Context: an optimization exercise on an open-source flow, tuned for small area. The choices shown serve that exercise and are no tape-out recipe. The RTL was checked by simulation tests, not by an equivalence proof against the original design.

Setup of v6:
// systolic_cube_with_mc
module systolic_cube_with_mc #(
    parameter ARRAY_NUM = 3,
    parameter BLOCK_NUM = 3,
    parameter CUBE_NUM  = 3,  
    parameter RAM_DEPTH = 2048
) (
    input  wire                         iClk,
    input  wire                         iRst,
    input  wire                         iStart,
    output wire                         oReady,
    output wire [$clog2(RAM_DEPTH)-1:0] oAddrForDataWeightRam,
    input  wire [31:0]                  iDataFromDataRam,
    input  wire [31:0]                  iWeightFromWeightRam,
    output wire                         oWrEnForResultRam,
    output wire [$clog2(RAM_DEPTH)-1:0] oAddrForResultRam,
    output wire [31:0]                  oDataToResultRam
);
Size in the first run: ~950 flip-flops.
export LEC_CHECK = 0
export ABC_AREA = 1
export CAP_MARGIN = 20
export CORE_MARGIN = 2
export CORE_UTILIZATION = 45
export CTS_CLUSTER_DIAMETER = 110
export CTS_CLUSTER_SIZE = 26
export SLEW_MARGIN = 20
create_clock -name core_clock -period 10.0 [get_ports {iClk}]
standard.sh (not shown) runs the stock make flow with config.mk's settings and CLKGATE_MAP_FILE= SYNTH_SCRIPT=/design/flow/synth_recipe.tcl, a recipe that flattens the netlist after the stock synthesis.
==> flow/flow/run.sh <==
#!/bin/bash
# The standard layout (standard.sh), with two changes to synthesis, neither
# of which touches the registers:
#  - Yosys's synth skips its quick ABC pass (synth -noabc), so the full
#    adders that extract_fa finds are the ones the RTL writes, without the
#    inverters the quick mapping leaves around them;
#  - the final technology mapping runs ABC with flow/abc_area.script (two
#    rounds of choice-based area mapping with don't-care resubstitution, and
#    no buffering or sizing, which placement repairs later).
set -euo pipefail
W=$(pwd)
sed 's/yosys synth -nofsm -noshare /yosys synth -nofsm -noshare -noabc /' "$W/synth_recipe.tcl" > "$W/synth_noabc.tcl"
grep -q -- '-noabc' "$W/synth_noabc.tcl"
cat > "$W/synth_abc.tcl" <<EOT
proc abc {args} {
  set i [lsearch -exact \$args -script]
  if { \$i >= 0 } { set args [lreplace \$args [expr {\$i + 1}] [expr {\$i + 1}] {$W/flow/abc_area.script}] }
  yosys abc {*}\$args
}
source {$W/synth_noabc.tcl}
EOT
bash "$W/standard.sh" "SYNTH_SCRIPT=$W/synth_abc.tcl" finish > "$W/standard.log" 2>&1
==> flow/flow/abc_area.script <==
strash
&get -n
&st
&dch -f
&nf -a -R 1000
&put
mfs2
strash
&get -n
&st
&dch -f
&nf -a -R 1000
&put
topo
Looking at the reports, v6 completed the entire flow and the layout it produced met the timing, DRC and antenna checks.
Relative to v6, the following input files were edited for v7:
- a change of CTS_CLUSTER_DIAMETER from 110 to 100
- a change of CTS_CLUSTER_SIZE from 26 to 22
==> flow/run.sh (new file) <==
#!/bin/bash
# synth_recipe.tcl (not shown) runs the flow's synth.tcl, then flattens the netlist and writes it again
# the make line also repeats each setting of config.mk as NAME=value (left out here)
make -C /OpenROAD-flow-scripts/flow DESIGN_CONFIG=/design/flow/config.mk WORK_HOME=/design/flow/orfs CLKGATE_MAP_FILE= SYNTH_SCRIPT=/design/flow/synth_recipe.tcl finish
removed: flow/flow/run.sh
removed: flow/flow/abc_area.script
removed: flow/standard.sh
Findings:
Changes observed in v7 relative to v6: final worst-path cycle share went up by 1.1 points, routability congestion estimate picked up an extra 5.4%.
In v7 the layout overhead on the synthesized area turned out 3.1 points lower than in v6.
Re peak fanout along the critical path: v7 and v6 aren't equal, and the lower value belongs to v7.
For v7, the worst setup path startpoint was pe_cube_i.cache[8][2], unlike v6, where it was pe_cube_i.cache[1][3].
sky130_fd_sc_hd__inv_1 as the most common cell after layout, fill and taps aside was reported by v7, and sky130_fd_sc_hd__nand2_1 by v6.

* * *

Setup of oak:
Another version of the RTL of systolic_cube_with_mc (not shown whole).
For scale: about 930 flip-flops, ~120 I/O pins, ~0.076 mm² of cells after synthesis.
Design systolic_cube_with_mc, start of the top module:
module systolic_cube_with_mc #(
    parameter ARRAY_NUM = 3,
    parameter BLOCK_NUM = 3,
    parameter CUBE_NUM  = 3,  
    parameter RAM_DEPTH = 2048
) (
    input  wire                         iClk,
    input  wire                         iRst,
    input  wire                         iStart,
    output wire                         oReady,
    output wire [$clog2(RAM_DEPTH)-1:0] oAddrForDataWeightRam,
    input  wire [31:0]                  iDataFromDataRam,
    input  wire [31:0]                  iWeightFromWeightRam,
    output wire                         oWrEnForResultRam,
    output wire [$clog2(RAM_DEPTH)-1:0] oAddrForResultRam,
    output wire [31:0]                  oDataToResultRam
);
Settings: LEC_CHECK=0, ABC_AREA=1, CAP_MARGIN=20, CORE_MARGIN=2, CORE_UTILIZATION=45, CTS_CLUSTER_DIAMETER=100, CTS_CLUSTER_SIZE=22, SLEW_MARGIN=20; clock period 10.0 ns.
run.sh (not shown) runs the stock make flow with config.mk's settings and CLKGATE_MAP_FILE= SYNTH_SCRIPT=/design/flow/synth_recipe.tcl, a recipe that flattens the netlist after the stock synthesis.
Stock flow here: none of the scripts above is used.
Relative to oak, the following input files were edited for pine:
- CTS_CLUSTER_DIAMETER removed (was 100)
- CTS_CLUSTER_SIZE removed (was 22)
==> flow/flow/run.sh (new file) <==
#!/bin/bash
# The standard layout (standard.sh), with one change to synthesis: the final
# technology mapping runs ABC with flow/abc_area.script (two rounds of
# choice-based area mapping with don't-care resubstitution, and no buffering
# or sizing, which placement repairs later) instead of ORFS's ABC script.
# Everything else, including the registers, is the standard synthesis.
set -euo pipefail
W=$(pwd)
cat > "$W/synth_abc.tcl" <<EOT
proc abc {args} {
  set i [lsearch -exact \$args -script]
  if { \$i >= 0 } { set args [lreplace \$args [expr {\$i + 1}] [expr {\$i + 1}] {$W/flow/abc_area.script}] }
  yosys abc {*}\$args
}
source {$W/synth_recipe.tcl}
EOT
bash "$W/standard.sh" "SYNTH_SCRIPT=$W/synth_abc.tcl" finish > "$W/standard.log" 2>&1
==> flow/flow/abc_area.script (new file) <==
strash
&get -n
&st
&dch -f
&nf -a -R 1000
&put
mfs2
strash
&get -n
&st
&dch -f
&nf -a -R 1000
&put
topo
==> flow/standard.sh (new file) <==
#!/bin/bash
# synth_recipe.tcl (not shown) runs the flow's synth.tcl, then flattens the netlist and writes it again
# the make line also repeats each setting of config.mk as NAME=value (left out here)
make -C /OpenROAD-flow-scripts/flow DESIGN_CONFIG=/design/flow/config.mk WORK_HOME=/design/flow/orfs CLKGATE_MAP_FILE= SYNTH_SCRIPT=/design/flow/synth_recipe.tcl "${@:-finish}"
removed: flow/run.sh
[summary]
The layout multi-input combinational cell count in pine was lower than what oak gave. Compare pine and oak | largest stage delay on the critical path higher: pine. Going from oak to pine, the synthesized area was found to have gone down by about 5%. In pine, the number of fillers in the final layout came out about 11% below the value in oak. The fraction of synthesized cell area in xor and xnor cells of pine exceeds that of oak by 0.91 points. Going from oak to pine, global-route usage down 2.5 points; routed wire length down 13%. Share of the synthesized area in compound gates (AO/OA/AOI/OAI) was higher in pine than in oak. Looking only at via count of the first global-routing pass, and setting everything else aside, the higher value of pine and oak goes to oak. [pine] wire length of the first global-routing pass fell 44000 µm relative to oak.

afterwards: timing with drivers on the ports:
How much do the figures lean on ideal ports? The routed layouts below were timed once more, with nothing changed but the port constraints.
Step 1, drivers: a clkbuf_16 drives iClk and a buf_2 each remaining input, both assumed.
Step 2 moves the port delays by t, midway between the first and last clock arrival at a register: inputs arrive t later, outputs are due t later. That takes back most of the time a late clock gives input paths.
Three values: ideal, step 1, step 2; two values: the first two.
run	t, ns	slack for setup (ns)	clock arrival spread, ns	worst slew at a driven data input, ns	pins driven straight from the clock port
v6	0.786	2.272 / 2.272 / 2.272	0.041 / 0.041	0.05	1
v7	0.830	2.165 / 2.165 / 2.165	0.065 / 0.065	0.06	1
oak	0.819	0.747 / 0.747 / 0.747	0.038 / 0.038	0.10	1
pine	0.837	0.693 / 0.693 / 0.693	0.041 / 0.041	0.16	1
After both steps setup and hold are still met in every run listed.
